Context: an optimization exercise on an open-source flow, tuned for small area and a short achievable clock period. The choices shown serve that exercise and are no tape-out recipe.
RTL that was checked went through simulation tests only; none was proved equivalent to the original.
Power figures rest on the tool's default switching activity, not on a simulated workload.

==> flow/design.v (excerpt) <==
module ALU_TOP (
input wire signed [15:0] A,
input wire signed [15:0] B,
input wire [3:0] ALU_FUNC,
input wire CLK,
input wire RST,
output reg signed [31:0] Arith_OUT,
output reg [15:0] Logic_OUT,
output reg [1:0] CMP_OUT,
output reg [16:0] SHIFT_OUT,
output reg Arith_Flag, Logic_Flag, CMP_Flag, SHIFT_Flag
	);
clock: 95.0 ns
lec_check: 0
abc_area: 1
cap_margin: 20
core_margin: 2
core_utilization: 40
slew_margin: 20
standard.sh (not shown) runs the stock make flow with config.mk's settings and CLKGATE_MAP_FILE= SYNTH_SCRIPT=/design/flow/synth_recipe.tcl, a recipe that flattens the netlist after the stock synthesis.
==> flow/flow/run.sh <==
#!/bin/bash
# The standard layout (standard.sh) with three changes:
#  - synthesis is the standard synthesis with ABC's mapping script replaced by
#    flow/abc.script (flow/synth.tcl); the registers are the standard synthesis's;
#  - every port is buffered by the smallest buffer cell instead of the one buffer_ports
#    picks by default;
#  - repair_timing aims for 44 ns of setup slack (SETUP_SLACK_MARGIN) instead of 0, so the
#    resizer upsizes the critical path; the clock and constraints stay the design's.
# Each tool's output lands in the ORFS logs under orfs/logs/; make's own output goes to
# standard_flow.log in this folder.
set -euo pipefail
bash standard.sh "SYNTH_SCRIPT=$PWD/flow/synth.tcl" \
  "BUFFER_PORTS_ARGS=-buffer_cell sky130_fd_sc_hd__buf_1" \
  SETUP_SLACK_MARGIN=44 finish > standard_flow.log 2>&1
==> flow/flow/abc.script <==
strash
dch
map -a
topo
stime -c
buffer -c
==> flow/flow/synth.tcl <==
# The standard synthesis (synth_recipe.tcl in the work folder), with ABC's mapping script
# replaced by flow/abc.script. Only the combinational mapping changes; the registers are the
# standard synthesis's.
set my_flow_dir [file dirname [file normalize [info script]]]
proc abc {args} {
  set i [lsearch -exact $args -script]
  if {$i >= 0} { lset args [expr {$i + 1}] [file join $::my_flow_dir abc.script] }
  yosys abc {*}$args
}
source [file join [file dirname $my_flow_dir] synth_recipe.tcl]
Rerun with:
--- a/flow/design.v
+++ b/flow/design.v
@@ -1071,44 +1071,41 @@
 assign q[1] = c1[15] & (&Bx[15:15]);
 wire [14:0] r1 = q[1] ? d1 : x1;
 wire [15:0] x0;
 assign x0 = {r1, N[0]};
 wire [15:0] d0;
 wire [16:0] c0;
 wire [16:0] t0 = {1'b0, x0} + {1'b0, Bx[15:0]} + ci;
 assign d0 = t0[15:0];
 assign c0[16] = t0[16];
 assign q[0] = c0[16];
 wire sq = sa ^ sb;
-wire [15:0] qh = {1'b0, q[15:1]};
-wire [15:0] qneg;
-assign qneg[0] = qh[0];
-assign qneg[1] = qh[1] ^ (|qh[0:0]);
-assign qneg[2] = qh[2] ^ (|qh[1:0]);
-assign qneg[3] = qh[3] ^ (|qh[2:0]);
-assign qneg[4] = qh[4] ^ (|qh[3:0]);
-assign qneg[5] = qh[5] ^ (|qh[4:0]);
-assign qneg[6] = qh[6] ^ (|qh[5:0]);
-assign qneg[7] = qh[7] ^ (|qh[6:0]);
-assign qneg[8] = qh[8] ^ (|qh[7:0]);
-assign qneg[9] = qh[9] ^ (|qh[8:0]);
-assign qneg[10] = qh[10] ^ (|qh[9:0]);
-assign qneg[11] = qh[11] ^ (|qh[10:0]);
-assign qneg[12] = qh[12] ^ (|qh[11:0]);
-assign qneg[13] = qh[13] ^ (|qh[12:0]);
-assign qneg[14] = qh[14] ^ (|qh[13:0]);
-assign qneg[15] = qh[15] ^ (|qh[14:0]);
-wire [15:0] h0 = sq ? qneg : qh;
-wire [15:0] h1 = qh ^ {16{sq}};
-assign Q[16:1] = q[0] ? h1 : h0;
-assign Q[0] = q[0];
+wire [16:0] qn;
+assign qn[0] = q[0];
+assign qn[1] = q[1] ^ (sq & (|q[0:0]));
+assign qn[2] = q[2] ^ (sq & (|q[1:0]));
+assign qn[3] = q[3] ^ (sq & (|q[2:0]));
+assign qn[4] = q[4] ^ (sq & (|q[3:0]));
+assign qn[5] = q[5] ^ (sq & (|q[4:0]));
+assign qn[6] = q[6] ^ (sq & (|q[5:0]));
+assign qn[7] = q[7] ^ (sq & (|q[6:0]));
+assign qn[8] = q[8] ^ (sq & (|q[7:0]));
+assign qn[9] = q[9] ^ (sq & (|q[8:0]));
+assign qn[10] = q[10] ^ (sq & (|q[9:0]));
+assign qn[11] = q[11] ^ (sq & (|q[10:0]));
+assign qn[12] = q[12] ^ (sq & (|q[11:0]));
+assign qn[13] = q[13] ^ (sq & (|q[12:0]));
+assign qn[14] = q[14] ^ (sq & (|q[13:0]));
+assign qn[15] = q[15] ^ (sq & (|q[14:0]));
+assign qn[16] = sq & (|q);
+assign Q = qn;
 endmodule
 module ALU_ADDSUB (
   input  wire [15:0] A,
   input  wire [15:0] B,
   input  wire SUB,
   output wire [16:0] S    
 );
 wire [16:0] a = {A[15], A};
 wire [16:0] b = {B[15], B} ^ {17{SUB}};
 wire [17:0] c;
 assign c[0] = SUB;
Effect:
- total power is lower by about 3%
- final area falls by about 0.56%
- hold slack is worse by 0.26 ns
- clock-buffer cell count fell by 1
- die area is lower by about 1.1%
- wire length climbs by 1.5%
- worst setup slack is better by 0.26 ns
- critical path depth grows by 20
- fmax increases by about 0.55%
- combinational power goes down by about 5%
- sequential cell count stays the same
- global-route usage grows by 0.52 points
- non-clock buffer count rises by 3
- sequential power fell by about 1%
The RTL of the first run of this note was laid out without a check of its function.

---

## rev 12
ALU_TOP with an RTL version that a note above also has.
For scale: about 1900 cells after synthesis, ~71 flip-flops, roughly 110 I/O pins, ~0.015 mm2 of cells after synthesis.
==> flow/design.v (excerpt) <==
module ALU_TOP (
input wire signed [15:0] A,
input wire signed [15:0] B,
input wire [3:0] ALU_FUNC,
input wire CLK,
input wire RST,
output reg signed [31:0] Arith_OUT,
output reg [15:0] Logic_OUT,
output reg [1:0] CMP_OUT,
output reg [16:0] SHIFT_OUT,
output reg Arith_Flag, Logic_Flag, CMP_Flag, SHIFT_Flag
	);
==> flow/config.mk <==
export PLATFORM = sky130hd
export DESIGN_NAME = ALU_TOP
export DESIGN_NICKNAME = ALU_TOP
export VERILOG_FILES = /design/flow/design.v
export SDC_FILE = /design/flow/constraint.sdc
export NUM_CORES = 4
export LEC_CHECK = 0
export ABC_AREA = 1
export CAP_MARGIN = 20
export CORE_MARGIN = 2
export CORE_UTILIZATION = 40
export SLEW_MARGIN = 20
==> flow/constraint.sdc <==
create_clock -name core_clock -period 95.0 [get_ports {CLK}]
set_input_delay 19.0000 -clock core_clock [delete_from_list [all_inputs] [get_ports {CLK}]]
set_output_delay 19.0000 -clock core_clock [all_outputs]
set_load 0.01 [all_outputs]
==> flow/flow/abc.script <==
strash
dch
map -a
topo
stime -c
Scripts as last shown in full above: flow/flow/run.sh, flow/flow/synth.tcl
The flow did not stop early for rev 12: all stages ran, and the layout cleared the timing, DRC and antenna checks.
Setup changes, rev 12 to rev 13
--- a/flow/design.v
+++ b/flow/design.v
@@ -1072,39 +1072,42 @@
 wire [14:0] r1 = q[1] ? d1 : x1;
 wire [15:0] x0;
 assign x0 = {r1, N[0]};
 wire [15:0] d0;
 wire [16:0] c0;
 wire [16:0] t0 = {1'b0, x0} + {1'b0, Bx[15:0]} + ci;
 assign d0 = t0[15:0];
 assign c0[16] = t0[16];
 assign q[0] = c0[16];
 wire sq = sa ^ sb;
-wire [16:0] qn;
-assign qn[0] = q[0];
-assign qn[1] = q[1] ^ (sq & (|q[0:0]));
-assign qn[2] = q[2] ^ (sq & (|q[1:0]));
-assign qn[3] = q[3] ^ (sq & (|q[2:0]));
-assign qn[4] = q[4] ^ (sq & (|q[3:0]));
-assign qn[5] = q[5] ^ (sq & (|q[4:0]));
-assign qn[6] = q[6] ^ (sq & (|q[5:0]));
-assign qn[7] = q[7] ^ (sq & (|q[6:0]));
-assign qn[8] = q[8] ^ (sq & (|q[7:0]));
-assign qn[9] = q[9] ^ (sq & (|q[8:0]));
-assign qn[10] = q[10] ^ (sq & (|q[9:0]));
-assign qn[11] = q[11] ^ (sq & (|q[10:0]));
-assign qn[12] = q[12] ^ (sq & (|q[11:0]));
-assign qn[13] = q[13] ^ (sq & (|q[12:0]));
-assign qn[14] = q[14] ^ (sq & (|q[13:0]));
-assign qn[15] = q[15] ^ (sq & (|q[14:0]));
-assign qn[16] = sq & (|q);
-assign Q = qn;
+wire [15:0] qh = {1'b0, q[15:1]};
+wire [15:0] qneg;
+assign qneg[0] = qh[0];
+assign qneg[1] = qh[1] ^ (|qh[0:0]);
+assign qneg[2] = qh[2] ^ (|qh[1:0]);
+assign qneg[3] = qh[3] ^ (|qh[2:0]);
+assign qneg[4] = qh[4] ^ (|qh[3:0]);
+assign qneg[5] = qh[5] ^ (|qh[4:0]);
+assign qneg[6] = qh[6] ^ (|qh[5:0]);
+assign qneg[7] = qh[7] ^ (|qh[6:0]);
+assign qneg[8] = qh[8] ^ (|qh[7:0]);
+assign qneg[9] = qh[9] ^ (|qh[8:0]);
+assign qneg[10] = qh[10] ^ (|qh[9:0]);
+assign qneg[11] = qh[11] ^ (|qh[10:0]);
+assign qneg[12] = qh[12] ^ (|qh[11:0]);
+assign qneg[13] = qh[13] ^ (|qh[12:0]);
+assign qneg[14] = qh[14] ^ (|qh[13:0]);
+assign qneg[15] = qh[15] ^ (|qh[14:0]);
+wire [15:0] h0 = sq ? qneg : qh;
+wire [15:0] h1 = qh ^ {16{sq}};
+assign Q[16:1] = q[0] ? h1 : h0;
+assign Q[0] = q[0];
 endmodule
 module ALU_ADDSUB (
   input  wire [15:0] A,
   input  wire [15:0] B,
   input  wire SUB,
   output wire [16:0] S    
 );
 wire [16:0] a = {A[15], A};
 wire [16:0] b = {B[15], B} ^ {17{SUB}};
 wire [17:0] c;
Results
Cmp rev 12 and rev 13 / measured slew at the worst slew-check pin / lower: rev 12. Taking rev 12 as the reference point, the power density over the cells of rev 13 rises by 1.2 mW/mm2. Rev 13 vs. rev 12: wire length of the first global-routing pass went up about 2.2%, clock share of power went up 0.6 points, time the worst path needs with I/O delays and setup went down 0.20 ns, cell count went up about 1.5%.
The RTL of rev 13 was laid out without a check of its function.

re-timing with driven ports:
The flow's constraints put no driver on any port. The routed layouts listed below were extracted and timed again, unchanged, in two steps.
Step 1: set_driving_cell puts a clkbuf_16 on CLK and a buf_2 on each other input, an assumption about the parent block.
Step 2, shift: input delay + t, output delay - t, t = (earliest + latest rising clock arrival at the registers) / 2. This alone moves slack from input paths to output paths.
Slacks: ideal / step 1 / step 2; pairs: ideal / step 1.
run | shift t [ns] | setup WS [ns] | hold slack, ns | worst data-port slew with drivers (ns) | cell pins on the clock port's net
the first run of note 1 | 0.406 | 46.512 / 46.539 / 46.133 | 18.834 / 18.809 / 19.215 | 0.07 | 1
the second run of note 1 | 0.399 | 46.775 / 46.795 / 46.396 | 18.569 / 18.547 / 18.946 | 0.09 | 1
rev 12 | 0.394 | 46.699 / 46.684 / 46.291 | 18.885 / 18.863 / 19.257 | 0.06 | 1
rev 13 | 0.392 | 46.899 / 46.923 / 46.531 | 18.878 / 18.856 / 19.248 | 0.07 | 1
After both steps every run listed still meets setup and hold. For rev 12, which loses most, drivers alone change the setup slack by -0.015 ns; drivers and shift together by -0.408 ns.
